Source: an optimization exercise on an open RTL-to-GDS flow (aim: small area, a short achievable clock period and few clock cycles per item). Production flows keep margins and buffers that such runs may drop.
Only simulation tests tie the RTL to the original design; equivalence was not proved.

Design matrixMultiplierSmall, start of the top module:
module matrixMultiplierSmall #(
    parameter int WIDTH = 16,
    parameter int N = 3
)(
    input  logic        clk,
    input  logic        rst_n,
    input  logic        start,
    input  logic [N*N*WIDTH-1:0] matrixA,
    input  logic [N*N*WIDTH-1:0] matrixB,
    output logic [N*N*2*WIDTH-1:0] resultMatrix,
    output logic        done
);
For scale: ~15,000 cells after synthesis, roughly 580 I/O pins.
export LEC_CHECK = 0
export CAP_MARGIN = 20
export CORE_MARGIN = 2
export CORE_UTILIZATION = 40
export GPL_TIMING_DRIVEN = 1
export PLACE_DENSITY = 0.6
export SETUP_SLACK_MARGIN = 0.3
export SLEW_MARGIN = 20
export SYNTH_HIERARCHICAL = 1
export BUFFER_PORTS_ARGS = -buffer_cell sky130_fd_sc_hd__buf_4
create_clock -name core_clock -period 8.0 [get_ports {clk}]
standard.sh (not shown) runs the stock make flow with config.mk's settings and CLKGATE_MAP_FILE= SYNTH_SCRIPT=/design/flow/synth_recipe.tcl, a recipe that flattens the netlist after the stock synthesis.
==> flow/flow/run.sh <==
#!/bin/bash
# The standard layout, with two changes:
# - the ports are buffered by buf_4 cells instead of the slow delay buffers
#   buffer_ports picks by default;
# - after the standard synthesis, the a21oi_2 and o21ai_2 cells that ABC sized
#   up inside the small prefix-merge modules go back to their _1 sizes (the
#   same functions); the layout's timing repair sizes up the ones that need it.
set -e
cp standard.sh standard.sh.txt
echo "export BUFFER_PORTS_ARGS = -buffer_cell sky130_fd_sc_hd__buf_4" >> "$FLOW_CONFIG"
RES="$PWD/orfs/results/$FLOW_PLATFORM/matrixMultiplierSmall/base"
bash standard.sh "$RES/1_2_yosys.v" > synth.log 2>&1
python3 flow/downsize.py "$RES/1_2_yosys.v" > downsize.log 2>&1
bash standard.sh > standard.log 2>&1
==> flow/flow/downsize.py <==
#!/usr/bin/env python3
"""Swap sized-up AOI/OAI cells in the synthesized netlist for their _1 sizes."""
import re, sys
path = sys.argv[1]
t = open(path).read()
swaps = {'sky130_fd_sc_hd__a21oi_2': 'sky130_fd_sc_hd__a21oi_1',
         'sky130_fd_sc_hd__o21ai_2': 'sky130_fd_sc_hd__o21ai_1'}
for old, new in swaps.items():
    n = len(re.findall(r'\b%s\b' % old, t))
    t = re.sub(r'\b%s\b' % old, new, t)
    print(f'{old} -> {new}: {n}')
open(path, 'w').write(t)
The starting point ran to the end with no violations.
Testbench counts at the start, summed over its fixed seeds: cycles 1,608, items 1,600.
Edit:
==> flow/flow/run.sh (replaced) <==
#!/bin/bash
# The standard layout, with two changes:
# - the ports are buffered by buf_2 cells instead of the slow delay buffers
#   buffer_ports picks by default;
# - after the standard synthesis, the a21oi_2, o21ai_2 and a few NOR cells that
#   ABC sized up inside the small modules go back to their _1 sizes (the same
#   functions); the layout's timing repair sizes up the ones that need it.
set -e
cp standard.sh standard.sh.txt
echo "export BUFFER_PORTS_ARGS = -buffer_cell sky130_fd_sc_hd__buf_2" >> "$FLOW_CONFIG"
RES="$PWD/orfs/results/$FLOW_PLATFORM/matrixMultiplierSmall/base"
bash standard.sh "$RES/1_2_yosys.v" > synth.log 2>&1
python3 flow/downsize.py "$RES/1_2_yosys.v" > downsize.log 2>&1
bash standard.sh > standard.log 2>&1
--- a/flow/flow/downsize.py
+++ b/flow/flow/downsize.py
@@ -6,3 +6,5 @@
 swaps = {'sky130_fd_sc_hd__a21oi_2': 'sky130_fd_sc_hd__a21oi_1',
-         'sky130_fd_sc_hd__o21ai_2': 'sky130_fd_sc_hd__o21ai_1'}
+         'sky130_fd_sc_hd__o21ai_2': 'sky130_fd_sc_hd__o21ai_1',
+         'sky130_fd_sc_hd__nor2b_4': 'sky130_fd_sc_hd__nor2b_1',
+         'sky130_fd_sc_hd__nor2_2': 'sky130_fd_sc_hd__nor2_1'}
 for old, new in swaps.items():
BUFFER_PORTS_ARGS = -buffer_cell sky130_fd_sc_hd__buf_2   (was -buffer_cell sky130_fd_sc_hd__buf_4)
GPL_TIMING_DRIVEN = 0   (was 1)
=> The new run passed the timing, DRC and antenna checks. Worst setup slack degrades by 0.15 ns. First-iteration DRC count is higher by about a fifth. Synthesized cell count is unchanged. Critical path depth is lower by 1. Fmax is lower by a few percent. Final area is lower slightly. Clock-buffer cell count is higher by 1. Routed wire length is lower by a few percent.
Edit:
==> flow/flow/run.sh (replaced) <==
#!/bin/bash
# The standard layout, with two changes:
# - the ports are buffered by buf_4 cells instead of the slow delay buffers
#   buffer_ports picks by default;
# - after the standard synthesis, the a21oi_2 and o21ai_2 cells that ABC sized
#   up inside the small prefix-merge modules go back to their _1 sizes (the
#   same functions); the layout's timing repair sizes up the ones that need it.
set -e
cp standard.sh standard.sh.txt
echo "export BUFFER_PORTS_ARGS = -buffer_cell sky130_fd_sc_hd__buf_4" >> "$FLOW_CONFIG"
RES="$PWD/orfs/results/$FLOW_PLATFORM/matrixMultiplierSmall/base"
bash standard.sh "$RES/1_2_yosys.v" > synth.log 2>&1
python3 flow/downsize.py "$RES/1_2_yosys.v" > downsize.log 2>&1
bash standard.sh > standard.log 2>&1
--- a/flow/flow/downsize.py
+++ b/flow/flow/downsize.py
@@ -6,5 +6,3 @@
 swaps = {'sky130_fd_sc_hd__a21oi_2': 'sky130_fd_sc_hd__a21oi_1',
-         'sky130_fd_sc_hd__o21ai_2': 'sky130_fd_sc_hd__o21ai_1',
-         'sky130_fd_sc_hd__nor2b_4': 'sky130_fd_sc_hd__nor2b_1',
-         'sky130_fd_sc_hd__nor2_2': 'sky130_fd_sc_hd__nor2_1'}
+         'sky130_fd_sc_hd__o21ai_2': 'sky130_fd_sc_hd__o21ai_1'}
 for old, new in swaps.items():
BUFFER_PORTS_ARGS = -buffer_cell sky130_fd_sc_hd__buf_4   (was -buffer_cell sky130_fd_sc_hd__buf_2)
SETUP_SLACK_MARGIN = 0.45   (was 0.3)
What happened: The changed run finished clean; count of clock-buffer cells in the layout went down by 3; utilization went down by 0.12 points; wire length went down by 3.5%; cell area is about the same; maximum frequency went up by 1.3%; global-route usage went down by 0.63 points; die area stays flat; final cell count went down by 0.46%; worst hold slack degrades by 0.025 ns.

[afterwards: timing with drivers on the ports]
How much do the figures lean on ideal ports? The routed layouts below were timed once more, with nothing changed but the port constraints. Step 1 (the two cells are an assumption about what drives the block):
set clk [get_ports {clk}]
set_driving_cell -lib_cell sky130_fd_sc_hd__clkbuf_16 $clk
set_driving_cell -lib_cell sky130_fd_sc_hd__buf_2 [delete_from_list [all_inputs] $clk]
Step 2, shift: input delay + t, output delay - t, t = (earliest + latest rising clock arrival at the registers) / 2. This alone moves slack from input paths to output paths. Slacks: ideal ports / drivers / drivers and shift; pairs: ideal ports / drivers.
run	t (ns)	slack for setup (ns)	hold WS [ns]	worst slew at a driven data input, ns	cell pins on the clock port's net
the first run	0.875	0.468 / 0.561 / -0.314	1.053 / 0.957 / 1.832	0.25	1
the second run	0.851	0.314 / 0.274 / -0.577	1.085 / 0.998 / 1.849	0.25	1
the third run	0.851	0.411 / 0.254 / -0.598	1.060 / 0.967 / 1.818	0.43	1
Met with ideal ports but missed after step 2: setup timing in every run listed. For the third run, which loses most, drivers alone change the setup slack by -0.157 ns; drivers and shift together by -1.009 ns.
